From an optimization exercise on the open Yosys and OpenROAD flow, aimed at small area and a short achievable clock period; shortcuts taken in it are not production practice. In this exercise RTL edits were held to simulation tests only and were not proved equivalent to the original. Power figures rest on the tool's default switching activity, not on a simulated workload.

== main ==
// alu_top
module alu_top (
    input clk,
    input [16-1:0] a,
    input [16-1:0] b,
    input [3:0] sel,
    output reg [16-1:0] y,
    output reg carry
);
Size in the first run: roughly 54 I/O pins, about 0.016 sq mm of cells after synthesis.
Settings: LEC_CHECK=0, ABC_AREA=1, CAP_MARGIN=20, CORE_MARGIN=2, CORE_UTILIZATION=62, SLEW_MARGIN=20, SYNTH_HIERARCHICAL=1; clock period 27.0 ns.
standard.sh (not shown) runs the stock make flow with config.mk's settings and CLKGATE_MAP_FILE= SYNTH_SCRIPT=/design/flow/synth_recipe.tcl, a recipe that flattens the netlist after the stock synthesis.
==> flow/flow/run.sh <==
#!/bin/bash
# Standard ORFS layout (standard.sh: unchanged synthesis, steps and SDC) with
# a larger setup slack margin for the repair steps.  At the design's 27 ns
# period every path already has slack, so without a margin the repair steps
# do nothing; with MARGIN ns they shorten every path longer than 27 - MARGIN.
set -euo pipefail
MARGIN=16.5
bash standard.sh SETUP_SLACK_MARGIN=$MARGIN  finish > standard.log 2>&1
In summary, main completed successfully, with a layout that passed the timing, DRC and antenna checks.
Input-level comparison between the feature branch and main:
# main
export LEC_CHECK = 0
export ABC_AREA = 1
export CAP_MARGIN = 20
export CORE_MARGIN = 2
export CORE_UTILIZATION = 62
export SLEW_MARGIN = 20
export SYNTH_HIERARCHICAL = 1
create_clock -name core_clock -period 27.0 [get_ports {clk}]
# the feature branch
export LEC_CHECK = 0
export ABC_AREA = 1
export CAP_MARGIN = 20
export CORE_MARGIN = 2
export CORE_UTILIZATION = 55
export SLEW_MARGIN = 20
export SYNTH_HIERARCHICAL = 1
create_clock -name core_clock -period 27.0 [get_ports {clk}]
-- flow/flow/run.sh --
<<< main, line 5
# do nothing; with MARGIN ns they shorten every path longer than 27 - MARGIN.
set -euo pipefail
MARGIN=16.5
bash standard.sh SETUP_SLACK_MARGIN=$MARGIN  finish > standard.log 2>&1
>>> the feature branch, line 5
# do nothing; with MARGIN ns they shorten every path longer than 27 - MARGIN.
set -euo pipefail
MARGIN=17.5
bash standard.sh SETUP_SLACK_MARGIN=$MARGIN  finish > standard.log 2>&1
==> comparison <==
- Layout-stage area growth over the synthesis result (higher): the feature branch
- Looking at initial core utilization across main and the feature branch, the one that comes out lower is the feature branch.
- Instance count on the critical path is lower on main
- Compared to main, the feature branch has initial antenna violation count 1 lower.
- Final cell count went up by a few percent going from main to the feature branch.
- Going from main to the feature branch, depth of the worst register-to-register path now sits higher, power consumption now larger.
- | clock group share of total power | the feature branch vs main | 0.2 points higher |
- Compared with main, the feature branch shows reg2reg setup slack higher by 0.30 ns.

* * *

Starting RTL as in the previous note.
// alu_top
module alu_top (
    input clk,
    input [16-1:0] a,
    input [16-1:0] b,
    input [3:0] sel,
    output reg [16-1:0] y,
    output reg carry
);
==> flow/config.mk <==
export PLATFORM = sky130hd
export DESIGN_NAME = alu_top
export DESIGN_NICKNAME = alu_top
export VERILOG_FILES = /design/flow/design.v
export SDC_FILE = /design/flow/constraint.sdc
export NUM_CORES = 4
export LEC_CHECK = 0
export ABC_AREA = 1
export CAP_MARGIN = 20
export CORE_MARGIN = 2
export CORE_UTILIZATION = 55
export PLACE_DENSITY = 0.75
export SLEW_MARGIN = 20
export SYNTH_HIERARCHICAL = 1
==> flow/constraint.sdc <==
create_clock -name core_clock -period 27.0 [get_ports {clk}]
set_input_delay 5.4000 -clock core_clock [delete_from_list [all_inputs] [get_ports {clk}]]
set_output_delay 5.4000 -clock core_clock [all_outputs]
set_load 0.01 [all_outputs]
==> flow/flow/run.sh <==
#!/bin/bash
# Standard ORFS layout (standard.sh: unchanged synthesis, steps and SDC) with
# a larger setup slack margin for the repair steps.  At the design's 27 ns
# period every path already has slack, so without a margin the repair steps
# do nothing; with MARGIN ns they shorten every path longer than 27 - MARGIN.
set -euo pipefail
MARGIN=16.5
bash standard.sh SETUP_SLACK_MARGIN=$MARGIN  finish > standard.log 2>&1
The baseline passed the timing, DRC and antenna checks.
==> next run, changes <==
--- a/flow/flow/run.sh
+++ b/flow/flow/run.sh
@@ -6,3 +6,3 @@
 set -euo pipefail
-MARGIN=16.5
+MARGIN=17
 bash standard.sh SETUP_SLACK_MARGIN=$MARGIN  finish > standard.log 2>&1
PLACE_DENSITY = default   (was 0.75)
- setup slack gains 0.12 ns
- wire length goes up by 6.4%
- power goes up by 4.5%
- hold slack gains 0.031 ns
- combinational power goes up by 5.6%
- clock skew goes down by 0.014 ns
- utilization goes up by 1.9 points
- count of clock-buffer cells in the layout goes down by 1
- final area goes up by 3.3%
- area after synthesis does not change
- sequential power is about the same
==> next run, changes <==
--- a/flow/flow/run.sh
+++ b/flow/flow/run.sh
@@ -6,3 +6,3 @@
 set -euo pipefail
-MARGIN=17
+MARGIN=16.5
 bash standard.sh SETUP_SLACK_MARGIN=$MARGIN  finish > standard.log 2>&1
The new run finished with timing, DRC and antenna clean. Total power drops by 1.4%. Clock power hardly moves. Hold slack is better by 0.0042 ns. Non-clock buffer count drops by 31. Routed wire length drops by 2.8%. Clock-buffer cell count does not change. Die area does not change.
==> next run, changes <==
--- a/flow/flow/run.sh
+++ b/flow/flow/run.sh
@@ -6,3 +6,3 @@
 set -euo pipefail
-MARGIN=16.5
+MARGIN=16
 bash standard.sh SETUP_SLACK_MARGIN=$MARGIN  finish > standard.log 2>&1
=> The changed run finished with timing, DRC and antenna clean. Die area does not change. Clock power hardly moves. Global-route usage is about the same. Clock-buffer cell count does not change. Worst setup slack gets worse by 0.45 ns. Power came out lower by 0.82%. Core utilization went down by 0.62 points. Combinational power decreases by about 1%. Via count hardly moves. Design area came out lower by 1.0%. Fmax falls by 4.4%.
==> next run, changes <==
--- a/flow/flow/run.sh
+++ b/flow/flow/run.sh
@@ -6,3 +6,3 @@
 set -euo pipefail
-MARGIN=16
+MARGIN=17
 bash standard.sh SETUP_SLACK_MARGIN=$MARGIN  finish > standard.log 2>&1
CORE_UTILIZATION = 62   (was 55)
=> Utilization increases by 12 points. Area after synthesis is unchanged. Cell count does not change. Fmax increases by 6.6%.

[separate check: timing with driven ports]
No port has a modelled driver above. Below, the same layouts with a new extraction and two added sets of constraints.
Step 1 assumes that a clkbuf_16 drives the clock port and a buf_2 every other input.
Step 2 adds t to the input delays and takes it off the output delays; t is the mean of the earliest and latest rising clock arrival at the registers after step 1. Input paths then give back, and output paths get back, about the clock's delay inside the block.
Three values: ideal, step 1, step 2; two values: the first two.
| run | shift t [ns] | setup WS [ns] | hold slack, ns | worst setup path at the end |
|---|---|---|---|---|
| main | 0.405 | 17.381 / 17.381 / 17.219 | 0.449 / 0.449 / 0.449 | input to register |
| the feature branch | 0.435 | 17.678 / 17.678 / 17.466 | 0.462 / 0.462 / 0.462 | input to register |
| the first run of note 2 | 0.409 | 17.446 / 17.469 / 17.066 | 0.430 / 0.430 / 0.430 | input to register |
| the second run of note 2 | 0.435 | 17.564 / 17.564 / 17.227 | 0.461 / 0.461 / 0.461 | input to register |
| the third run of note 2 | 0.434 | 17.408 / 17.408 / 17.230 | 0.465 / 0.465 / 0.465 | input to register |
| the fourth run of note 2 | 0.435 | 16.962 / 16.962 / 16.962 | 0.464 / 0.464 / 0.464 | register to register |
| the fifth run of note 2 | 0.405 | 17.581 / 17.609 / 17.204 | 0.446 / 0.446 / 0.446 | input to register |
After both steps every run listed still meets setup and hold. For the first run of note 2, which loses most, drivers alone change the setup slack by +0.023 ns; drivers and shift together by -0.380 ns.
